Background: an optimization exercise with open tools, aiming at small area. Do not read the settings as production practice. The RTL was checked by simulation tests, not by an equivalence proof against the original design. In every run shown here, the design's own scripts or RTL, not TritonCTS, make the clock network. No driver is modelled on the clock port, so clock power and skew are understated where the tree is cut down; a real chip needs a root buffer or a tree. No activity file was given, so power comes from the tool's default toggle rates.

==> design.v <==
module debounce_module (
	input clk,
	input rst,
	input pin,
	output reg out
);
reg f1, f2;
localparam [5:0] K_POL = 6'b101010;  
reg [5:0] ks;
wire [5:0] k = ks ^ K_POL;
reg dir;
wire h2l = f2 & ~f1;
wire l2h = ~f2 & f1;
wire idle = (k == 6'd0);
wire fin = (k == 6'b110000);
always @(posedge clk) begin
	if (rst) begin
		f1 <= 1'b0;
		f2 <= 1'b0;
		out <= 1'b0;
	end
	else begin
		f1 <= pin;
		f2 <= f1;
		if (fin)
			out <= dir;
	end
	if (rst | fin)
		ks <= K_POL;
	else
		ks <= {k[4:0], (k[5] ^ k[4]) | (idle & (h2l | l2h))} ^ K_POL;
	if (idle)
		dir <= h2l;
end
endmodule
module debounce_module2 (
	input clk,
	input rst,
	input key,
	output reg key_out
);
localparam [14:0] CNT_POL = 15'b010101010101010;
reg [14:0] cs;
wire [14:0] cnt = cs ^ CNT_POL;
wire state = ~key | (key_out & (cnt != 15'b100000111111101));
wire run = state & ~rst;
always @(posedge clk) begin
	key_out <= run;
	cs <= (run ? {cnt[13:0], cnt[14] ^ cnt[13] ^ (cnt[13:0] == 14'd0)} : 15'd0) ^ CNT_POL;
end
endmodule
module week_calc (
	input [4:0] Day,
	input [3:0] Mon,
	input [6:0] Year,
	output [2:0] Week
);
wire [6:0] ny = ~Year;
reg [2:0] t2;
always @(*)
	case ({Mon, Year[1:0]})
		6'd0: t2 = 3'd0;
		6'd1: t2 = 3'd0;
		6'd2: t2 = 3'd0;
		6'd3: t2 = 3'd0;
		6'd4: t2 = 3'd6;
		6'd5: t2 = 3'd0;
		6'd6: t2 = 3'd0;
		6'd7: t2 = 3'd0;
		6'd8: t2 = 3'd2;
		6'd9: t2 = 3'd3;
		6'd10: t2 = 3'd3;
		6'd11: t2 = 3'd3;
		6'd12: t2 = 3'd3;
		6'd13: t2 = 3'd3;
		6'd14: t2 = 3'd3;
		6'd15: t2 = 3'd3;
		6'd16: t2 = 3'd6;
		6'd17: t2 = 3'd6;
		6'd18: t2 = 3'd6;
		6'd19: t2 = 3'd6;
		6'd20: t2 = 3'd1;
		6'd21: t2 = 3'd1;
		6'd22: t2 = 3'd1;
		6'd23: t2 = 3'd1;
		6'd24: t2 = 3'd4;
		6'd25: t2 = 3'd4;
		6'd26: t2 = 3'd4;
		6'd27: t2 = 3'd4;
		6'd28: t2 = 3'd6;
		6'd29: t2 = 3'd6;
		6'd30: t2 = 3'd6;
		6'd31: t2 = 3'd6;
		6'd32: t2 = 3'd2;
		6'd33: t2 = 3'd2;
		6'd34: t2 = 3'd2;
		6'd35: t2 = 3'd2;
		6'd36: t2 = 3'd5;
		6'd37: t2 = 3'd5;
		6'd38: t2 = 3'd5;
		6'd39: t2 = 3'd5;
		6'd40: t2 = 3'd0;
		6'd41: t2 = 3'd0;
		6'd42: t2 = 3'd0;
		6'd43: t2 = 3'd0;
		6'd44: t2 = 3'd3;
		6'd45: t2 = 3'd3;
		6'd46: t2 = 3'd3;
		6'd47: t2 = 3'd3;
		6'd48: t2 = 3'd5;
		6'd49: t2 = 3'd5;
		6'd50: t2 = 3'd5;
		6'd51: t2 = 3'd5;
		6'd52: t2 = 3'd0;
		6'd53: t2 = 3'd0;
		6'd54: t2 = 3'd0;
		6'd55: t2 = 3'd0;
		6'd56: t2 = 3'd0;
		6'd57: t2 = 3'd0;
		6'd58: t2 = 3'd0;
		6'd59: t2 = 3'd0;
		6'd60: t2 = 3'd0;
		6'd61: t2 = 3'd0;
		6'd62: t2 = 3'd0;
		6'd63: t2 = 3'd0;
		default: t2 = 3'd0;
	endcase
wire s0, k0;
assign {k0, s0} = Day[0] + Day[3] + Year[0];
wire s1, k1;
assign {k1, s1} = Day[1] + Day[4] + Year[1];
wire s2, k2;
assign {k2, s2} = ny[2] + ny[5] + t2[1];
wire s3, k3;
assign {k3, s3} = Day[2] + ny[3] + ny[6];
wire s4, k4;
assign {k4, s4} = s0 + ny[4] + t2[0];
wire s5, k5;
assign {k5, s5} = k0 + s1 + s2;
wire s6, k6;
assign {k6, s6} = k1 + k2 + s3;
wire s7, k7;
assign {k7, s7} = s4 + k3 + k6;
wire s8, k8;
assign {k8, s8} = k5 + s6 + t2[2];
wire s9, k9;
assign {k9, s9} = k7 + k4 + s5;
wire [2:0] ra = {k9,s9,s7};
wire [2:0] rb = {s8,1'b0,k8};
reg [2:0] w;
always @(*)
	case ({ra, rb})
		6'd0: w = 3'd7;
		6'd1: w = 3'd1;
		6'd2: w = 3'd2;
		6'd3: w = 3'd3;
		6'd4: w = 3'd4;
		6'd5: w = 3'd5;
		6'd6: w = 3'd6;
		6'd7: w = 3'd7;
		6'd8: w = 3'd1;
		6'd9: w = 3'd2;
		6'd10: w = 3'd3;
		6'd11: w = 3'd4;
		6'd12: w = 3'd5;
		6'd13: w = 3'd6;
		6'd14: w = 3'd7;
		6'd15: w = 3'd1;
		6'd16: w = 3'd2;
		6'd17: w = 3'd3;
		6'd18: w = 3'd4;
		6'd19: w = 3'd5;
		6'd20: w = 3'd6;
		6'd21: w = 3'd7;
		6'd22: w = 3'd1;
		6'd23: w = 3'd2;
		6'd24: w = 3'd3;
		6'd25: w = 3'd4;
		6'd26: w = 3'd5;
		6'd27: w = 3'd6;
		6'd28: w = 3'd7;
		6'd29: w = 3'd1;
		6'd30: w = 3'd2;
		6'd31: w = 3'd3;
		6'd32: w = 3'd4;
		6'd33: w = 3'd5;
		6'd34: w = 3'd6;
		6'd35: w = 3'd7;
		6'd36: w = 3'd1;
		6'd37: w = 3'd2;
		6'd38: w = 3'd3;
		6'd39: w = 3'd4;
		6'd40: w = 3'd5;
		6'd41: w = 3'd6;
		6'd42: w = 3'd7;
		6'd43: w = 3'd1;
		6'd44: w = 3'd2;
		6'd45: w = 3'd3;
		6'd46: w = 3'd4;
		6'd47: w = 3'd5;
		6'd48: w = 3'd6;
		6'd49: w = 3'd7;
		6'd50: w = 3'd1;
		6'd51: w = 3'd2;
		6'd52: w = 3'd3;
		6'd53: w = 3'd4;
		6'd54: w = 3'd5;
		6'd55: w = 3'd6;
		6'd56: w = 3'd7;
		6'd57: w = 3'd1;
		6'd58: w = 3'd2;
		6'd59: w = 3'd3;
		6'd60: w = 3'd4;
		6'd61: w = 3'd5;
		6'd62: w = 3'd6;
		6'd63: w = 3'd7;
	endcase
assign Week = w;
endmodule
module time_next (
	input tick,             
	input adv,              
	input Mode,
	input [2:0] Edit,
	input Button1,
	input Button2,
	input [5:0] Sec,
	input [5:0] Min,
	input [4:0] Hr,
	input [4:0] Day,
	input [3:0] Mon,
	input [6:0] Year,
	output [5:0] sec_n,
	output [5:0] min_n,
	output [4:0] hr_n,
	output [4:0] day_n,
	output [3:0] mon_n,
	output [6:0] year_n
);
wire setm = tick & Mode;
wire sel0 = setm & (Edit == 3'd0);
wire sel1 = setm & (Edit == 3'd1);
wire sel2 = setm & (Edit == 3'd2);
wire sel3 = setm & (Edit == 3'd3);
wire sel4 = setm & (Edit == 3'd4);
wire sel5 = setm & (Edit == 3'd5);
wire s59 = (Sec == 6'd59);
wire c_m = adv & s59;
assign sec_n = (sel0 & (Button1 | Button2)) ? 6'd0 :
                   adv ? (s59 ? 6'd0 : Sec + 1'b1) : Sec;
wire m59 = (Min == 6'd59);
wire c_h = c_m & m59;
wire [6:0] m_sum = Min + c_m + (sel1 & Button1);
assign min_n = (sel1 & Button2) ? 6'd0 :
                   (m_sum >= 7'd60) ? {5'd0, m_sum[0]} : m_sum[5:0];
wire h23 = (Hr == 5'd23);
wire c_d = c_h & h23;
wire [5:0] h_sum = Hr + c_h + (sel2 & Button1);
assign hr_n = (sel2 & Button2) ? 5'd0 :
                  (h_sum >= 6'd24) ? {4'd0, h_sum[0]} : h_sum[4:0];
reg [4:0] ml1;  
always @(*)
	case (Mon)
		4'd2: ml1 = (Year[1:0] == 2'd0) ? 5'd28 : 5'd27;
		4'd4, 4'd6, 4'd9, 4'd11: ml1 = 5'd29;
		default: ml1 = 5'd30;
	endcase
wire d_end  = (Day > ml1);        
wire d_end1 = (Day >= ml1);       
wire d_inc  = sel3 & Button1;
wire [1:0] d_n = c_d + d_inc;
wire [5:0] d_sum = Day + d_n;
wire c_mo = c_d & d_end;
assign day_n = (sel3 & Button2) ? 5'd1 :
                   (d_n != 2'd0 && d_end) ? {3'd0, d_n} :
                   (d_n == 2'd2 && d_end1) ? 5'd1 : d_sum[4:0];
wire mo12 = (Mon == 4'd12);
wire c_y = c_mo & mo12;
wire [4:0] mo_sum = Mon + c_mo + (sel4 & Button1);
assign mon_n = (sel4 & Button2) ? 4'd1 :
                   (mo_sum > 5'd12) ? mo_sum[3:0] - 4'd12 : mo_sum[3:0];
wire y99 = (Year == 7'd99);
wire y_up = sel5 & Button1 & ~Button2;
wire y_dn = sel5 & Button2 & ~Button1;
wire [6:0] y_delta = y_dn ? ((c_y & ~y99) ? 7'd0 : (c_y ? 7'd1 : 7'h7f)) : {5'd0, c_y & y_up, c_y ^ y_up};
wire [6:0] y_sum = Year + y_delta;
assign year_n = (y_sum == 7'h7f) ? 7'd0 :
                    (y_sum >= 7'd100) ? {6'd0, y_sum[0]} : y_sum;
endmodule
module DigitalWatch (
	input clk,     
	input wire rst,  
	input wire Button0_IN,
	input wire Button1_IN,
	input wire Button2_IN,
	input wire Button3_IN,
	output wire [7:0]Row_Scan_Sig,
	output wire [5:0]Column_Scan_Sig,
	output [3:0] Week
);
wire Button0, Button1, Button2, Button3;
debounce_module  db0 (.clk(clk), .rst(rst), .pin(Button0_IN), .out(Button0));
debounce_module  db3 (.clk(clk), .rst(rst), .pin(Button3_IN), .out(Button3));
debounce_module2 db1 (.clk(clk), .rst(rst), .key(Button1_IN), .key_out(Button1));
debounce_module2 db2 (.clk(clk), .rst(rst), .key(Button2_IN), .key_out(Button2));
reg [2:0] Sel;
reg Button0_d;
reg SetB3_d;
wire Mode = (Sel[1:0] != 2'b11);
wire SetB3 = Mode & Button3;
always @(posedge clk) begin
	if (rst) begin
		Button0_d <= 1'b0;
		SetB3_d <= 1'b0;
		Sel <= 3'b011;
	end
	else begin
		Button0_d <= Button0;
		SetB3_d <= SetB3;
		if (Button0 && !Button0_d)
			Sel <= Mode ? 3'b011 : 3'b000;
		else if (Mode & Button0)
			Sel <= 3'b000;
		else if (SetB3 & ~SetB3_d)
			Sel <= (Sel[1:0] == 2'd2) ? {~Sel[2], 2'd0} : {Sel[2], Sel[1:0] + 2'd1};
	end
end
wire [2:0] Edit = Sel[2] ? {1'b0, Sel[1:0]} + 3'd3 : {1'b0, Sel[1:0]};
localparam [14:0] DIV_POL = 15'b010101010101010;
reg [14:0] DivS;
wire [14:0] Div = DivS ^ DIV_POL;
wire tick = (Div[13:0] == 14'b11111110000000);
wire adv  = tick & Div[14];
always @(posedge clk) begin
	if (rst)
		DivS <= 15'b000011100000001 ^ DIV_POL;
	else
		DivS <= {Div[13:0], Div[14] ^ Div[13] ^ (Div[13:0] == 14'd0)} ^ DIV_POL;
end
reg [5:0] SecN;
reg [5:0] MinN;
reg [4:0] HrN;
reg [4:0] DayN;
reg [3:0] MonN;
reg [6:0] YearN;
wire [5:0] Sec = ~SecN;
wire [5:0] Min = ~MinN;
wire [4:0] Hr = ~HrN;
wire [4:0] Day = ~DayN;
wire [3:0] Mon = ~MonN;
wire [6:0] Year = ~YearN;
wire [5:0] sec_n;
wire [5:0] min_n;
wire [4:0] hr_n;
wire [4:0] day_n;
wire [3:0] mon_n;
wire [6:0] year_n;
time_next tn0 (
	.tick(tick), .adv(adv), .Mode(Mode), .Edit(Edit),
	.Button1(Button1), .Button2(Button2),
	.Sec(Sec), .Min(Min), .Hr(Hr), .Day(Day), .Mon(Mon), .Year(Year),
	.sec_n(sec_n), .min_n(min_n), .hr_n(hr_n), .day_n(day_n), .mon_n(mon_n), .year_n(year_n)
);
always @(posedge clk) begin
	if (rst) begin
		SecN  <= ~6'd0;
		MinN  <= ~6'd0;
		HrN   <= ~5'd0;
		DayN  <= ~5'd1;
		MonN  <= ~4'd1;
		YearN <= ~7'd0;
	end
	else begin
		SecN  <= ~sec_n;
		MinN  <= ~min_n;
		HrN   <= ~hr_n;
		DayN  <= ~day_n;
		MonN  <= ~mon_n;
		YearN <= ~year_n;
	end
end
wire [2:0] wd;
week_calc wk0 (.Day(Day), .Mon(Mon), .Year(Year), .Week(wd));
assign Week = {1'b0, wd};
wire ShowDate = Mode ? Sel[2] : Button3;
wire [1:0] Field = Sel[1:0];
reg [13:0] BlinkCnt;
reg rblink;
wire bwrap = (BlinkCnt == 14'd10800);
always @(posedge clk) begin
	if (rst | (Mode & bwrap))
		BlinkCnt <= 14'd0;
	else
		BlinkCnt <= BlinkCnt + Mode;
	if (rst)
		rblink <= 1'b0;
	else if (Mode & bwrap)
		rblink <= ~rblink;
end
localparam [5:0] SCAN_POL = 6'b101010;  
reg [5:0] ScanS;
wire [5:0] Scan = ScanS ^ SCAN_POL;
wire scan_take = (Scan == 6'b101001);
wire scan_show = (Scan == 6'b100111);
always @(posedge clk) begin
	if (rst)
		ScanS <= 6'b000111 ^ SCAN_POL;
	else
		ScanS <= {Scan[4:3], Scan[2] & ~scan_show, Scan[1:0], Scan[5] ^ Scan[4]} ^ SCAN_POL;
end
reg [2:0] Digit;     
reg [3:0] NextBCD;   
reg [3:0] ShowBCD;   
wire [2:0] NextDigit = (Digit[2] & Digit[0]) ? 3'd0 : Digit + 1'b1;
always @(posedge clk) begin
	if (rst)
		Digit <= 3'd7;
	else if (scan_show)
		Digit <= NextDigit;
end
reg [6:0] val;
always @(*) begin
	case ({ShowDate, NextDigit[2:1]})
		3'b000: val = {1'b0, Sec};
		3'b001: val = {1'b0, Min};
		3'b010: val = {2'b0, Hr};
		3'b100: val = {2'b0, Day};
		3'b101: val = {3'b0, Mon};
		3'b110: val = Year;
		default: val = 7'd0;
	endcase
end
wire [3:0] tens = val / 10;
wire [3:0] ones = val % 10;
always @(posedge clk) begin
	if (scan_take)
		NextBCD <= NextDigit[0] ? ones : tens;
	if (scan_show)
		ShowBCD <= NextBCD;
end
reg [6:0] seg;
always @(*) begin
	case (ShowBCD)
		4'd0: seg = 7'b100_0000;
		4'd1: seg = 7'b111_1001;
		4'd2: seg = 7'b010_0100;
		4'd3: seg = 7'b011_0000;
		4'd4: seg = 7'b001_1001;
		4'd5: seg = 7'b001_0010;
		4'd6: seg = 7'b000_0010;
		4'd7: seg = 7'b111_1000;
		4'd8: seg = 7'b000_0000;
		4'd9: seg = 7'b001_0000;
		default: seg = 7'b111_1111;
	endcase
end
wire blank = (Digit == 3'd7) | (rblink & Mode & (Digit[2:1] == Field));
assign Row_Scan_Sig = {1'b1, blank ? 7'h7f : seg};
assign Column_Scan_Sig = ~(6'b1 << Digit);
endmodule
==> flow/run.sh <==
#!/bin/bash
# Layout flow: the standard flow (standard.sh) with
#  - synth_area.tcl: the standard synthesis, but ABC maps for area (the best
#    of a few area scripts)
#    and adders are not extracted into adder cells;
#  - pre_cts.tcl: a two-level clock tree (1 + 6 buffers) in place of
#    TritonCTS's H-tree;
#  - buf_1 cells as the port buffers.
# The make run's full output goes to standard.log in the work folder; the
# tools' own logs stay under orfs/logs.
set -euo pipefail
W=$PWD
bash standard.sh SYNTH_SCRIPT="$W/flow/synth_area.tcl" PRE_CTS_TCL="$W/flow/pre_cts.tcl" \
  BUFFER_PORTS_ARGS="-buffer_cell sky130_fd_sc_hd__buf_1" finish > "$W/standard.log" 2>&1
==> flow/pre_cts.tcl <==
# Clock distribution (PRE_CTS_TCL hook of ORFS's cts.tcl): the flip-flops
# are split by position into 6 groups of equal size (recursive halving along
# the longer side); each group is driven by one clkbuf_16 placed at its
# centre, and the clock port drives one clkbuf_8 that drives those six.
# This replaces TritonCTS's H-tree, which for this small design builds 17
# buffers. Every flip-flop is two buffers from the clock port.
set ngrp 6
set bufm sky130_fd_sc_hd__clkbuf_16
set rootm sky130_fd_sc_hd__clkbuf_8
set block [ord::get_db_block]
set clknet [$block findNet clk]
set pts {}
foreach it [$clknet getITerms] {
  if { [$it isInputSignal] } {
    set b [[$it getInst] getBBox]
    lappend pts [list $it [expr {([$b xMin] + [$b xMax]) / 2}] [expr {([$b yMin] + [$b yMax]) / 2}]]
  }
}
proc split_groups {pts n} {
  if {$n <= 1} { return [list $pts] }
  set xs [lmap p $pts {lindex $p 1}]
  set ys [lmap p $pts {lindex $p 2}]
  set w [expr {[tcl::mathfunc::max {*}$xs] - [tcl::mathfunc::min {*}$xs]}]
  set h [expr {[tcl::mathfunc::max {*}$ys] - [tcl::mathfunc::min {*}$ys]}]
  set idx [expr {$w >= $h ? 1 : 2}]
  set s [lsort -integer -index $idx $pts]
  set n1 [expr {$n / 2}]
  set cut [expr {int(round([llength $s] * double($n1) / $n))}]
  return [concat [split_groups [lrange $s 0 [expr {$cut - 1}]] $n1] \
                 [split_groups [lrange $s $cut end] [expr {$n - $n1}]]]
}
set master [[ord::get_db] findMaster $bufm]
# the port drives one root buffer, at the centre of all flip-flops, that
# drives the groups' buffers
set rm [[ord::get_db] findMaster $rootm]
set root [odb::dbInst_create $block $rm "clkbuf_root"]
set srcnet [odb::dbNet_create $block "clknet_root"]
$srcnet setSigType CLOCK
[$root findITerm A] connect $clknet
[$root findITerm X] connect $srcnet
set sx 0; set sy 0
foreach p $pts { incr sx [lindex $p 1]; incr sy [lindex $p 2] }
$root setLocation [expr {$sx / [llength $pts]}] [expr {$sy / [llength $pts]}]
$root setPlacementStatus PLACED
set k 0
set sizes {}
foreach g [split_groups $pts $ngrp] {
  set inst [odb::dbInst_create $block $master "clkbuf_grp_$k"]
  set net [odb::dbNet_create $block "clknet_grp_$k"]
  $net setSigType CLOCK
  [$inst findITerm A] connect $srcnet
  [$inst findITerm X] connect $net
  set sx 0; set sy 0
  foreach p $g {
    set it [lindex $p 0]
    $it disconnect
    $it connect $net
    incr sx [lindex $p 1]; incr sy [lindex $p 2]
  }
  set m [llength $g]
  set x [expr {$sx / $m - [$master getWidth] / 2}]
  set y [expr {$sy / $m - [$master getHeight] / 2}]
  $inst setLocation $x $y
  $inst setPlacementStatus PLACED
  lappend sizes $m
  incr k
}
puts "pre_cts: [llength $pts] clock sinks in $k groups of $sizes, each driven by $bufm"
# The groups' buffers are the whole clock tree: clock_tree_synthesis, which
# cts.tcl calls next, only marks the clocks propagated.
rename clock_tree_synthesis ""
proc clock_tree_synthesis {args} {
  puts "clock_tree_synthesis: clock buffers already placed by pre_cts.tcl"
  set_propagated_clock [all_clocks]
}
==> flow/synth_area.tcl <==
# Area-oriented synthesis: the standard ORFS synthesis (synth_recipe.tcl's
# steps, without Yosys's fsm and share passes), except that
#  - full/half adders are left to ABC instead of being extracted into adder
#    cells, and
#  - ABC maps with area-recovery scripts: each script below is run on the
#    same netlist and the smallest result (by liberty cell area) is kept.
# Only the combinational mapping differs; the flip-flops are mapped before
# ABC exactly as in the standard synthesis.
set ::area_scripts {
  "strash; &get -n; &deepsyn -I 4 -J 50; &put; dch -f; amap; topo"
  "strash; &get -n; &deepsyn -I 4 -J 50; &put; dch -f; amap; topo; strash; dch -f; amap; topo"
  "strash; &get -n; &deepsyn -I 4 -J 50 -S 3; &put; dch -f; amap; topo; strash; dch -f; amap; topo"
  "strash; &get -n; &deepsyn -I 4 -J 50 -S 5; &put; dch -f; amap; topo; strash; dch -f; amap; topo"
  "strash; dc2; dch -f; amap; topo; strash; dch -f; amap; topo"
}
proc synth {args} { yosys synth -nofsm -noshare {*}$args }
proc extract_fa {args} { }
proc abc {args} {
  global lib_args
  set i [lsearch -exact $args -script]
  yosys design -save area_pre_abc
  set best_area 1e30
  set n 0
  foreach s $::area_scripts {
    set f [file join $::env(OBJECTS_DIR) "area_$n.abc"]
    set fh [open $f w]
    puts $fh [join [split $s ";"] "\n"]
    close $fh
    yosys design -load area_pre_abc
    yosys abc {*}[lreplace $args [expr {$i + 1}] [expr {$i + 1}] $f]
    set st [tee -q -s result.string stat {*}$lib_args]
    regexp {Chip area for module[^:]*:\s*([0-9.]+)} $st -> area
    puts "area script $n: $area"
    if { $area < $best_area } {
      set best_area $area
      set best $n
      yosys design -save area_best
    }
    incr n
  }
  yosys design -load area_best
  puts "area scripts: kept script $best ($best_area)"
}
source $::env(SCRIPTS_DIR)/synth.tcl
# left out here: clear keep_hierarchy, flatten, clean up, hide names made inside functions, write 1_2_yosys.v
==> standard.sh <==
#!/bin/bash
# synth_recipe.tcl (not shown) runs the flow's synth.tcl, then flattens the netlist and writes it again
# the make line also repeats each setting of config.mk as NAME=value (left out here)
make -C /OpenROAD-flow-scripts/flow DESIGN_CONFIG=/design/flow/config.mk WORK_HOME=/design/flow/orfs CLKGATE_MAP_FILE= SYNTH_SCRIPT=/design/flow/synth_recipe.tcl "${@:-finish}"
==> config.mk <==
export PLATFORM = sky130hd
export DESIGN_NAME = DigitalWatch
export DESIGN_NICKNAME = DigitalWatch
export VERILOG_FILES = /design/flow/design.v
export SDC_FILE = /design/flow/constraint.sdc
export NUM_CORES = 4
export LEC_CHECK = 0
export ABC_AREA = 1
export CAP_MARGIN = 20
export CORE_MARGIN = 2
export CORE_UTILIZATION = 75
export PLACE_DENSITY = 0.85
export SLEW_MARGIN = 20
==> constraint.sdc <==
create_clock -name core_clock -period 40.0 [get_ports {clk}]
set_input_delay 8.0000 -clock core_clock [delete_from_list [all_inputs] [get_ports {clk}]]
set_output_delay 8.0000 -clock core_clock [all_outputs]
set_load 0.01 [all_outputs]
==> results.cfg, run 1 <==
[cells_and_area]
seq_area_um2 = 2980
multi_input_area_um2 = 2850
diodes = 0
num-nets-final = 818
final_cell_mix = 154 x nor2_1, 134 x dfxtp_1, 87 x nand2_1, 76 x clkinv_1, 52 x o21ai_0
stdcell_area_um2 = 6500
drive_gt1_share_pct = 1.11
area_growth_pct = 6.04
nFillCells = 496
final_util_pct = 83.2
stdcell_count = 912
layout_commonest_cell = nor2_1

[yosys]
ys_dominant_reg_cell = dfxtp_1
synth_edf_count = 10
syn_nets = 788
yosysWarnings = 5
ys_ff_latch = 144
syn_area_um2 = 6130
ys_types = 49
syn_area_per_cell_um2 = 7.84
syn_inst = 782
ys_seq_area_share_pct = 48.7
ys_async_sr_fraction_pct = 0

[placed_design]
place_area_um2 = 6330
place_inst = 905
dp_hpwl_um = 10300
numPortBuffers = 21
gp_congestion = 0.966

[worst_setup_path]
critPathLaunchType = flop
required_ps = 32000
cp_max_fo = 7
critPathKind = reg2out
crit_path_end_kind = output pin
critical_path_arrival_ps = 3750

[power_and_ir_drop]
powerDensity_nw_per_um2 = 35.2
p_seq_share_pct = 65.2
swShare_pct = 21.5
vdd_drop_max_uv = 59.1
p_sw_w = 0.0000492
pwr-share-clk_pct = 31.1
power_leakage_nw = 2.27
power.internal_w = 0.000179
p_comb_share_pct = 3.8

[floorplanning]
rows = 32
die_x_um = 94.4
die_area_um2 = 8910
initial_core_util_pct = 78.5
dieHeight_um = 94.4
coreArea_um2 = 7810
io_pins = 24

[global_routing]
overflow = 0
grt_pass1_wl_um = 23400
grt_pass1_vias = 5301
grt_util_all_layers_pct = 32.0
grt_antenna_before_repair = 0
grt_start_max_net_pins = 31

[routing]
drtPass1Iterations = 8
routed_wl_um = 14200
routed-wl-met2_um = 6980
ant_nets = 0
topRoutingLayerUsed = met4
viasPerCell = 6.36
post-route-drc-count = 0
avgRoutedWirePerCell_um = 15.6
vias = 5804
met3WireLength_um = 1090
drt_iter0_drc = 441
met1Wirelength_um = 5870

[cts]
clkLatencyLatePin_ps = 400
cts_setup_buffers = 0
cts-resized-gates = 0
clkTransAtPathRegs_ps = 100
hold_buffers = 0

[timing]
finalCriticalPeriod_ps = 11750
finalHoldViolCount = 0
relSlewSlack_pct = 32.8
skew_ps = 16.5
slew_viol_final = 0
setup_violations = 0
finalSetupTns_ps = 0
fin_crit_sh_pct = 29.4
max_slew.worst_pin.slew_ps = 997
rsz0062_at_grt = false
fmax_mhz = 85.1

[job]
maxCapViolations = 0

[hold_path]
hold_path_class = reg2reg

[run_status]
status = complete, no violations
## flip-flops by register name, summed over array words and instances, names as in the netlist, 6 cells and up
signal    count
DivS         15
db3.ks        6
YearN         7
ScanS         6
db0.ks        6
MinN          6
seg           7
db2.cs       15
BlinkCnt     14
db1.cs       15
SecN          6
## cells by family after synthesis
logic type      after synthesis  share of synthesized area (%)
buf+inv                      78                           4.90
flops                       144                           48.7
other cells                   2                          0.123
simple gates                376                           27.8
compound gates              182                           18.5
## layer usage
layer  track usage [%]  vias up
met5                 0        -
met4              7.61        0
met3              3.11       39
met2              58.3      270
met1              41.0     2700
li1                  -     2795
## per-stage QoR
stage               worst slack (ps)  total power [W]  hold slack (ps)
floorplan                      29320         0.000157              358
global placement               28940         0.000160              364
detailed placement             28790         0.000160              370
CTS                            28330         0.000228              393
global route                   27660         0.000235              407
finish                         28250         0.000228              392
## Yosys cell counts, drive strengths merged, types with 3 or more instances
library cell	n	area share (%)
a211oi	8	0.98
a21oi	38	3.1
a31oi	7	0.71
and2	5	0.51
and3	8	0.82
clkinv	76	4.7
dfxtp	134	44
edfxtp	10	4.9
nand2	87	5.3
nand2b	3	0.31
nand3	17	1.4
nand4	3	0.31
nand4b	3	0.43
nor2	154	9.4
nor2b	9	0.92
nor3	41	3.3
nor4	5	0.51
o211ai	3	0.37
o21a	9	1.1
o21ai	52	4.2
o221ai	5	0.71
o22a	3	0.43
o22ai	29	3.0
o31ai	3	0.37
or2	20	2.0
or3	11	1.1
or4	5	0.61
## power groups by stage
stage,clock network (W),registers [W],logic [W]
2_1_floorplan,0,0.000152,0.00000584
3_5_place_dp,0,0.000152,0.00000819
3_3_place_gp,0,0.000152,0.00000759
4_1_cts,0.0000710,0.000149,0.00000844
5_1_grt,0.0000765,0.000149,0.00000950
6_report,0.0000710,0.000149,0.00000865
## layout make-up
class,instances,share of cell area [%]
Buffer,7,2.52
Timing Repair Buffer,23,1.44
Inverter,76,4.39
Sequential cell,144,45.9
Tap cell,102,1.96
Multi-Input combinational cell,560,43.8
## critical path: stages (launching register included)
cell	delay, ps
dfxtp_1	430
clkinv_1	220
nor2_1	300
nor3_1	110
nor2_1	120
nor2_1	60
a31oi_1	240
nor2_1	70
a21oi_1	220
nor2_1	80
a21oi_1	170
nor2_1	90
a21o_1	170
nor2_1	120
nor2_1	70
nor2_1	240
o21a_1	190
and2_0	170
o22a_1	140
buf_1	140
## path summary, 6_finish.rpt
| path | from | end | slack, ps | cells past startpoint |
|---|---|---|---|---|
| worst max-delay path | MonN[3]$_SDFF_PP1_ | Week[2] | 28250 | 19 |
| worst min-delay path | db2.cs[10]$_SDFF_PN0_ | db2.cs[11]$_DFF_P_ | 390 | 1 |
| worst max register to register | DivS[0]$_SDFF_PP1_ | YearN[4]$_SDFF_PP1_ | 33510 | 25 |
| worst min register to register | db2.cs[10]$_SDFF_PN0_ | db2.cs[11]$_DFF_P_ | 390 | 1 |
==> inputs of run 2 (changes only) <==
--- a/flow/pre_cts.tcl
+++ b/flow/pre_cts.tcl
@@ -1,12 +1,12 @@
 # Clock distribution (PRE_CTS_TCL hook of ORFS's cts.tcl): the flip-flops
 # are split by position into 6 groups of equal size (recursive halving along
 # the longer side); each group is driven by one clkbuf_16 placed at its
-# centre, and the clock port drives one clkbuf_8 that drives those six.
+# centre, and the clock port drives one clkbuf_4 that drives those six.
 # This replaces TritonCTS's H-tree, which for this small design builds 17
 # buffers. Every flip-flop is two buffers from the clock port.
 set ngrp 6
 set bufm sky130_fd_sc_hd__clkbuf_16
-set rootm sky130_fd_sc_hd__clkbuf_8
+set rootm sky130_fd_sc_hd__clkbuf_4
 set block [ord::get_db_block]
 set clknet [$block findNet clk]
 set pts {}
--- a/flow/synth_area.tcl
+++ b/flow/synth_area.tcl
@@ -12,6 +12,7 @@
   "strash; &get -n; &deepsyn -I 4 -J 50 -S 3; &put; dch -f; amap; topo; strash; dch -f; amap; topo"
   "strash; &get -n; &deepsyn -I 4 -J 50 -S 5; &put; dch -f; amap; topo; strash; dch -f; amap; topo"
   "strash; dc2; dch -f; amap; topo; strash; dch -f; amap; topo"
+  "strash; &get -n; &deepsyn -I 4 -J 50; &put; resub -K 8; dch -f; amap; topo; strash; dch -f; amap; topo"
 }
 proc synth {args} { yosys synth -nofsm -noshare {*}$args }
 proc extract_fa {args} { }
==> results.cfg, run 2 <==
[yosys]
synth.area.top_cells = dfxtp_1 44%, nor2_1 9.2%, nand2_1 5.5%
ys_seq_area_share_pct = 48.8
syn_inst = 778
syn_area_per_cell_um2 = 7.86
ys_types = 49
ys_ff_latch = 144
syn_nets = 784
yosys-top-cells-count = 150 x nor2_1, 134 x dfxtp_1, 90 x nand2_1
ys_async_sr_fraction_pct = 0
synth_edf_count = 10
syn_area_um2 = 6120
yosysWarnings = 5
synth_top_area_share_pct = 43.8
yosysMostFrequentCell = nor2_1
ys_dominant_reg_cell = dfxtp_1
yosys.area.top_type = dfxtp_1

[timing]
finalSetupTns_ps = 0
finalCriticalPeriod_ps = 11900
setup_violations = 0
rsz0062_at_grt = false
finalHoldViolCount = 0
slew_viol_final = 0
skew_ps = 13.9
fmax_mhz = 84.0
max_slew.worst_pin.slew_ps = 1070
worst_slack_ps = 28100
fin_crit_sh_pct = 29.8
relSlewSlack_pct = 27.8
hold-worst-slack_ps = 393

[floorplanning]
die_area_um2 = 8900
coreArea_um2 = 7810
rows = 32
io_pins = 24
die_x_um = 94.3
initial_core_util_pct = 78.4
dieHeight_um = 94.3

[routing]
drt_iter0_drc = 392
avgRoutedWirePerCell_um = 15.8
routed_wl_um = 14400
ant_nets = 0
post-route-drc-count = 0
vias = 5687
viasPerCell = 6.26
drtPass1Iterations = 5

[power_and_ir_drop]
p_seq_share_pct = 65.5
p_comb_share_pct = 3.9
power.internal_w = 0.000178
swShare_pct = 21.7
pwr-share-clk_pct = 30.5
power_leakage_nw = 2.29
vdd_drop_max_uv = 56.8
p_sw_w = 0.0000493
powerDensity_nw_per_um2 = 35.1

[cells_and_area]
nFillCells = 510
stdcell_area_um2 = 6480
final_util_pct = 83.0
diodes = 0
drive_gt1_share_pct = 1.12
largestRegisters = DivS: 15 flops, db1.cs: 15 flops, db2.cs: 15 flops
final_cell_mix = 150 x nor2_1, 134 x dfxtp_1, 90 x nand2_1, 73 x clkinv_1, 51 x o21ai_0
area_growth_pct = 5.95
layout_commonest_cell = nor2_1
num-nets-final = 814

[global_routing]
grt_antenna_before_repair = 0
grt_pass1_vias = 5319
overflow = 0
grt_util_all_layers_pct = 32.5
grt_pass1_wl_um = 23800
grt_start_max_net_pins = 26

[worst_setup_path]
cp_max_fo = 8
r2r-start = DivS[0]$_SDFF_PP1_
critPathKind = reg2out
crit_path_end_kind = output pin
critPathLaunchType = flop
crit_path_start = MonN[3]$_SDFF_PP1_
required_ps = 32000
critical_path_arrival_ps = 3900

[cts]
clkLatencyLatePin_ps = 490
cts-resized-gates = 0
hold_buffers = 0
cts_setup_buffers = 0
clkTransAtPathRegs_ps = 100

[job]
maxCapViolations = 0

[placed_design]
numPortBuffers = 21
dp_hpwl_um = 10500
place_ws_ps = 28740
place_area_um2 = 6320
gp_congestion = 0.960

[hold_path]
hold_path_class = reg2reg
hp-start = db1.cs[12]$_SDFF_PN0_

[run_status]
status = complete, no violations
## run 2: per-layer routing
layer  part of all wire [%]  global-route usage [%]  wire length [µm]
met3                    6.3                    2.89               901
met1                     41                    41.4              5900
met4                    2.5                    9.66               357
met2                     50                    58.9              7200
met5                      0                       0                 0
## run 2: power groups by stage
stage / Combinational (W) / Sequential, W / Clock [W]
after floorplan: 0.00000612 / 0.000152 / 0
final: 0.00000890 / 0.000149 / 0.0000695
after global placement: 0.00000802 / 0.000152 / 0
after global routing: 0.00000983 / 0.000149 / 0.0000743
after detailed placement: 0.00000866 / 0.000152 / 0
after CTS: 0.00000880 / 0.000149 / 0.0000686
## run 2: path summary, 6_finish.rpt
check | cells after the start | slack (ps) | end
min reg2reg | 1 | 390 | db1.cs[13]$_DFF_P_
max | 19 | 28100 | Week[2]
min | 1 | 390 | db1.cs[13]$_DFF_P_
max reg2reg | 25 | 33940 | YearN[1]$_SDFF_PP1_
## run 2: cells by family after synthesis
kind of cell | share of synthesized area (%)
flip-flops | 48.8
other | 0.123
buffers and inverters | 4.72
AO/OA/AOI/OAI | 18.3
AND/OR/NAND/NOR | 28.1
## run 2: stage by stage
stage / std cells / total power [W]
6_report: 908 / 0.000227
5_1_grt: 908 / 0.000234
4_1_cts: 908 / 0.000226
3_5_place_dp: 901 / 0.000161
3_3_place_gp: 901 / 0.000160
2_1_floorplan: 778 / 0.000158
## run 2: final cells by class
cell class,instances,area [µm²],share of cell area (%)
multi-input cells,559,2850,43.9
inverters,73,274,4.23
flip-flops and latches,144,2980,46.0
plain buffers,7,158,2.43
well taps,102,128,1.97
repair buffers,23,93.8,1.45
## run 2: worst max-delay path, stage by stage, from the launching register on
cell and delay [ps]:
dfxtp_1 490, clkinv_1 220, nor2_1 280, nor3_1 110, nor2_1 110, nor2_1 50, a31oi_1 240, nor2_1 70
a21oi_1 210, nor2_1 90, a21oi_1 190, nor2_1 110, a21o_1 170, nor2_1 130, nor2_1 70, nor2_1 240
o21a_1 190, and2_0 170, o22a_1 140, buf_1 140
==> inputs of run 3 (changes only) <==
--- a/design.v
+++ b/design.v
@@ -42,11 +42,12 @@
 localparam [14:0] CNT_POL = 15'b010101010101010;
 reg [14:0] cs;
 wire [14:0] cnt = cs ^ CNT_POL;
-wire state = ~key | (key_out & (cnt != 15'b100000111111101));
+wire z = (cnt[13:0] == 14'd0);
+wire state = ~key | (key_out & ~(z & ~cnt[14]));
 wire run = state & ~rst;
 always @(posedge clk) begin
 	key_out <= run;
-	cs <= (run ? {cnt[13:0], cnt[14] ^ cnt[13] ^ (cnt[13:0] == 14'd0)} : 15'd0) ^ CNT_POL;
+	cs <= (run ? {cnt[13:0], cnt[14] ^ cnt[13] ^ z} : 15'b100010001111101) ^ CNT_POL;
 end
 endmodule
 module week_calc (
@@ -329,13 +330,14 @@
 localparam [14:0] DIV_POL = 15'b010101010101010;
 reg [14:0] DivS;
 wire [14:0] Div = DivS ^ DIV_POL;
-wire tick = (Div[13:0] == 14'b11111110000000);
-wire adv  = tick & Div[14];
+wire div_z = (Div[13:7] == 7'd0) & (Div[5:0] == 6'd0);
+wire tick = Div[14] & div_z;
+wire adv  = tick & ~Div[6];
 always @(posedge clk) begin
 	if (rst)
-		DivS <= 15'b000011100000001 ^ DIV_POL;
+		DivS <= 15'b000000010001001 ^ DIV_POL;
 	else
-		DivS <= {Div[13:0], Div[14] ^ Div[13] ^ (Div[13:0] == 14'd0)} ^ DIV_POL;
+		DivS <= {Div[13:0], Div[14] ^ Div[13] ^ (div_z & ~Div[6])} ^ DIV_POL;
 end
 reg [5:0] SecN;
 reg [5:0] MinN;
==> results.cfg, run 3 <==
[run_status]
status = complete, no violations

[yosys]
ys_types = 44
yosysMostFrequentCell = nor2_1
syn_area_per_cell_um2 = 7.87
ys_seq_area_share_pct = 48.8
synth_top_area_share_pct = 43.9
yosys-top-cells-count = 138 x nor2_1, 134 x dfxtp_1, 85 x clkinv_1
syn_inst = 777
ys_async_sr_fraction_pct = 0
ys_ff_latch = 144
synth_edf_count = 10
syn_nets = 783
synth.area.top_cells = dfxtp_1 44%, nor2_1 8.5%, clkinv_1 5.2%
yosys.area.top_type = dfxtp_1
syn_area_um2 = 6110
ys_dominant_reg_cell = dfxtp_1
yosysWarnings = 5

[routing]
drt_iter0_drc = 455
ant_nets = 0
viasPerCell = 6.31
post-route-drc-count = 0
vias = 5723
drtPass1Iterations = 5
routed_wl_um = 14600
avgRoutedWirePerCell_um = 16.1

[floorplanning]
die_x_um = 94.3
initial_core_util_pct = 78.3
coreArea_um2 = 7810
rows = 32
io_pins = 24
die_area_um2 = 8890
dieHeight_um = 94.3

[global_routing]
grt_util_all_layers_pct = 33.2
grt_pass1_wl_um = 24100
grt_pass1_vias = 5404
grt_antenna_before_repair = 0
overflow = 0
grt_start_max_net_pins = 31

[worst_setup_path]
reg2reg_slack_ps = 32410
worstReg2RegEnd = YearN[1]$_SDFF_PP1_
required_ps = 32000
critPathKind = reg2out
critical_path_arrival_ps = 3930
crit_path_start = MonN[1]$_SDFF_PP1_
crit_path_end_kind = output pin
reg2reg_depth = 30
critPathLaunchType = flop
r2r-start = DivS[11]$_SDFF_PP1_
cp_max_fo = 11
crit_path_end = Week[1]

[timing]
fin_crit_sh_pct = 29.8
relSlewSlack_pct = 37.3
worst_slack_ps = 28070
finalSetupTns_ps = 0
max_slew.worst_pin.slew_ps = 927
rsz0062_at_grt = false
finalCriticalPeriod_ps = 11930
fmax_mhz = 83.8
slew_viol_final = 0
skew_ps = 12.4
finalHoldViolCount = 0
setup_violations = 0

[cts]
hold_buffers = 0
cts_setup_buffers = 0
cts-resized-gates = 0
clkLatencyLatePin_ps = 500
clkTransAtPathRegs_ps = 100

[power_and_ir_drop]
power.internal_w = 0.000179
powerDensity_nw_per_um2 = 35.3
p_seq_share_pct = 65.9
p_sw_w = 0.0000499
p_comb_share_pct = 3.9
pwr-share-clk_pct = 30.2
vdd_drop_max_uv = 51.0
swShare_pct = 21.8
power_leakage_nw = 2.23

[hold_path]
hold_path_class = reg2reg

[cells_and_area]
diodes = 0
layout_commonest_cell = nor2_1
area_growth_pct = 5.96
final_cell_mix = 138 x nor2_1, 134 x dfxtp_1, 85 x clkinv_1, 79 x nand2_1, 60 x o21ai_0
num-nets-final = 813
largestRegisters = DivS: 15 flops, db1.cs: 15 flops, db2.cs: 15 flops
drive_gt1_share_pct = 1.12

[job]
maxCapViolations = 0

[placed_design]
dp_hpwl_um = 10400
place_ws_ps = 28670
gp_congestion = 0.958
numPortBuffers = 21
## run 3: routing by layer
metal | track usage (%) | routed length (µm) | vias to the layer above
li1 | - | - | 2760
met1 | 41.2 | 5880 | 2660
met2 | 62.5 | 7390 | 259
met3 | 2.09 | 953 | 44
met4 | 7.97 | 377 | 0
met5 | 0 | 0 | -
## run 3: kinds of logic (layout without fill, tap and decap cells)
group | count (synthesis) | in the layout | share of synthesized area (%)
simple gates | 357 | 357 | 26.9
compound gates | 187 | 187 | 18.7
flops | 144 | 144 | 48.8
buf+inv | 87 | 115 | 5.47
other cells | 2 | 2 | 0.123
## run 3: how the worst min path moves through the flow
stage / from / endpoint / slack [ps] / cells past startpoint
detailed placement: db2.cs[8]$_SDFF_PN0_ / db2.cs[9]$_DFF_P_ / 360 / 1
global placement: db2.cs[8]$_SDFF_PN0_ / db2.cs[9]$_DFF_P_ / 360 / 1
finish: db1.cs[1]$_DFF_P_ / db1.cs[2]$_SDFF_PN1_ / 380 / 1
floorplan: db1.cs[12]$_SDFF_PN0_ / db1.cs[13]$_DFF_P_ / 350 / 1
CTS: db1.cs[1]$_DFF_P_ / db1.cs[2]$_SDFF_PN1_ / 390 / 1
global route: db2.cs[12]$_SDFF_PN0_ / db2.cs[13]$_DFF_P_ / 400 / 1
## run 3: cell type report
type / count / area (µm²)
fillers: 503 / 1330
repair buffers: 23 / 93.8
multi-input cells: 546 / 2800
plain buffers: 7 / 158
well taps: 102 / 128
flip-flops and latches: 144 / 2980
inverters: 85 / 319
## run 3: power groups by stage
stage / combinational, W / sequential (W) / clock [W]
after global routing: 0.00000976 / 0.000151 / 0.0000748
after global placement: 0.00000791 / 0.000154 / 0
after CTS: 0.00000878 / 0.000151 / 0.0000688
after floorplan: 0.00000596 / 0.000153 / 0
final: 0.00000887 / 0.000151 / 0.0000692
after detailed placement: 0.00000851 / 0.000154 / 0
## run 3: worst max-delay path, stage by stage (launching register included)
cell and delay (ps):
dfxtp_1 590, clkinv_1 160, nor2_1 160, clkinv_1 100, nand2_1 80, a22oi_1 80, o21ai_0 260, o31a_1 220
o22ai_1 120, o21ai_0 340, o22ai_1 150, nor2_1 310, clkinv_1 160, and3_1 190, or2_0 210, o21ai_0 140
buf_1 160
## run 3: through the flow
step / instance area, µm² / utilization [%] / total power (W) / hold slack [ps] / cells
floorplan: 6110 / - / 0.000159 / 352 / 777
detailed placement: 6320 / 80.9 / 0.000162 / 364 / 900
global placement: 6320 / 80.9 / 0.000162 / 359 / 900
CTS: 6480 / 82.9 / 0.000228 / 389 / 907
global route: 6480 / 82.9 / 0.000236 / 402 / 907
finish: 6480 / 82.9 / 0.000229 / 384 / 907
==> inputs of run 4 (changes only) <==
--- a/design.v
+++ b/design.v
@@ -388,10 +388,10 @@
 wire [1:0] Field = Sel[1:0];
 reg [13:0] BlinkCnt;
 reg rblink;
-wire bwrap = (BlinkCnt == 14'd10800);
+wire bwrap = &BlinkCnt;
 always @(posedge clk) begin
 	if (rst | (Mode & bwrap))
-		BlinkCnt <= 14'd0;
+		BlinkCnt <= 14'd5583;
 	else
 		BlinkCnt <= BlinkCnt + Mode;
 	if (rst)
==> results.cfg, run 4 <==
[yosys]
ys_types = 47
synth_top_area_share_pct = 44.1
syn_area_um2 = 6090
syn_nets = 771
ys_seq_area_share_pct = 49.0
ys_ff_latch = 144
yosys.area.top_type = dfxtp_1
ys_dominant_reg_cell = dfxtp_1
ys_async_sr_fraction_pct = 0
yosysMostFrequentCell = dfxtp_1
synth_edf_count = 10
yosysWarnings = 5
yosys-top-cells-count = 134 x dfxtp_1, 119 x nor2_1, 91 x nand2_1
synth.area.top_cells = dfxtp_1 44%, nor2_1 7.3%, nand2_1 5.6%
syn_area_per_cell_um2 = 7.96
syn_inst = 765

[cells_and_area]
multi_input_area_um2 = 2760
final_cell_mix = 134 x dfxtp_1, 119 x nor2_1, 91 x nand2_1, 87 x clkinv_1, 64 x o21ai_0
final_util_pct = 82.7
area_growth_pct = 6.10
largestRegisters = DivS: 15 flops, db1.cs: 15 flops, db2.cs: 15 flops
diodes = 0
nFillCells = 494
drive_gt1_share_pct = 1.26
seq_area_um2 = 2980
num-nets-final = 802
layout_commonest_cell = dfxtp_1

[routing]
drt_iter0_drc = 368
routed-wl-met2_um = 7440
viasPerCell = 6.36
avgRoutedWirePerCell_um = 16.4
post-route-drc-count = 0
drtPass1Iterations = 5
topRoutingLayerUsed = met4
met3WireLength_um = 983
routed_wl_um = 14700
met1Wirelength_um = 5880
ant_nets = 0
vias = 5702

[floorplanning]
coreArea_um2 = 7810
initial_core_util_pct = 78.0
die_area_um2 = 8850
rows = 32
dieHeight_um = 94.1
io_pins = 24
die_x_um = 94.1

[power_and_ir_drop]
vdd_drop_max_uv = 50.0
powerDensity_nw_per_um2 = 35.6
power_leakage_nw = 2.33

[timing]
finalSetupTns_ps = 0
max_slew.worst_pin.slew_ps = 941
relSlewSlack_pct = 36.9
worst_slack_ps = 27570
fin_crit_sh_pct = 31.1
finalCriticalPeriod_ps = 12430
slew_viol_final = 0
setup_violations = 0
skew_ps = 12.0
fmax_mhz = 80.5
rsz0062_at_grt = false
finalHoldViolCount = 0

[global_routing]
grt_util_all_layers_pct = 34.0
grt_pass1_vias = 5524
grt_start_max_net_pins = 33
overflow = 0
grt_antenna_before_repair = 0
grt_pass1_wl_um = 24700

[run_status]
status = complete, no violations

[worst_setup_path]
required_ps = 32000
critPathLaunchType = flop
critPathKind = reg2out
critical_path_arrival_ps = 4430
crit_path_end_kind = output pin
cp_max_fo = 7

[placed_design]
place_ws_ps = 28240
gp_congestion = 0.877
dp_hpwl_um = 10200
numPortBuffers = 21

[cts]
hold_buffers = 0
clkLatencyLatePin_ps = 520
clkTransAtPathRegs_ps = 100
cts_setup_buffers = 0
cts-resized-gates = 0

[job]
maxCapViolations = 0

[hold_path]
hold_path_class = reg2reg
[run 4: changes by cell type after synthesis, sizes merged, moves of 3 or more]
cell / previous run / this run
nor2b: 11 / 8
or3: 6 / 10
nand3: 22 / 19
or2: 30 / 19
a211oi: 7 / 3
nor2: 138 / 119
a2111oi: 0 / 3
nand2: 79 / 91
o21a: 5 / 13
o21ai: 60 / 64
nor3: 34 / 26
and3: 8 / 11
a31oi: 8 / 3
[run 4: final cells by class]
| cell class | count | area share, % |
|---|---|---|
| flip-flops and latches | 144 | 46.2 |
| multi-input cells | 532 | 42.8 |
| inverters | 87 | 5.06 |
| plain buffers | 7 | 2.44 |
| well taps | 102 | 1.98 |
| repair buffers | 24 | 1.57 |
[run 4: cell families after synthesis]
group                     after synthesis  synth area share (%)
DFF                                   144                  49.0
buffers and inverters                  89                  5.61
other                                   2                 0.123
and+or+nand+nor                       330                  24.7
AOI/OAI and AO/OA                     199                  20.4
xor gates and xnor gates                1                 0.144
[run 4: layer usage]
| metal | global-route usage (%) | up-vias |
|---|---|---|
| met5 | 0 | - |
| met4 | 11.2 | 0 |
| met3 | 3.13 | 43 |
| met2 | 62.8 | 270 |
| met1 | 41.5 | 2656 |
| li1 | - | 2733 |
[run 4: worst paths after layout]
| check | cells after the start | start | to | slack (ps) |
|---|---|---|---|---|
| min | 1 | db2.cs[12]$_SDFF_PN0_ | db2.cs[13]$_DFF_P_ | 390 |
| min reg2reg | 1 | db2.cs[12]$_SDFF_PN0_ | db2.cs[13]$_DFF_P_ | 390 |
| max | 21 | YearN[1]$_SDFF_PP1_ | Week[0] | 27570 |
| max reg2reg | 29 | DivS[0]$_SDFF_PP1_ | YearN[1]$_SDFF_PP1_ | 32770 |
[run 4: power by group]
part           switching, W  internal [W]
Combinational    0.00000609    0.00000269
Sequential       0.00000237      0.000149
Clock             0.0000424     0.0000277
[run 4: metrics by stage]
step / cell area, µm² / instances / hold slack, ps / power [W]
floorplan: 6090 / 765 / 352 / 0.000159
CTS: 6460 / 896 / 385 / 0.000229
global route: 6460 / 896 / 402 / 0.000235
detailed placement: 6300 / 889 / 367 / 0.000162
global placement: 6300 / 889 / 361 / 0.000162
finish: 6460 / 896 / 387 / 0.000230
[run 4: worst max-delay path, cell delays in order, from the launching register on]
cell,delay [ps]
dfxtp_1,500
clkinv_1,160
o21ai_0,380
o21ai_0,250
a211oi_1,330
nor2_1,90
a21oi_1,190
nand2_1,100
o21a_1,120
nand2_1,60
o21ai_0,140
nor2_1,280
clkinv_1,180
nor2_1,190
clkinv_1,100
nand2_1,90
o21ai_0,130
o21a_1,150
nor2_1,120
nor2_1,60
a21oi_1,120
buf_1,160

## port drivers added, routing unchanged
In the flow no input, the clock included, has a driving cell. The finished layouts below were timed again as built, in two steps. Step 1: set_driving_cell puts a clkbuf_16 on clk and a buf_2 on each other input, an assumption about the parent block. Step 2, shift: input delay + t, output delay - t, t = (earliest + latest rising clock arrival at the registers) / 2. This alone moves slack from input paths to output paths. Slacks: ideal ports / drivers / drivers and shift; pairs: ideal ports / drivers.
run	t, ns	slack for setup (ns)	hold slack, ns	worst setup path after step 2	cell pins on the clock port's net
run 1	0.421	28.250 / 28.219 / 28.641	0.392 / 0.392 / 0.392	register to output	1
run 2	0.514	28.099 / 28.070 / 28.583	0.393 / 0.393 / 0.393	register to output	1
run 3	0.521	28.074 / 28.042 / 28.563	0.384 / 0.384 / 0.384	register to output	1
run 4	0.539	27.571 / 27.542 / 28.081	0.387 / 0.387 / 0.387	register to output	1
After both steps every run listed still meets setup and hold.
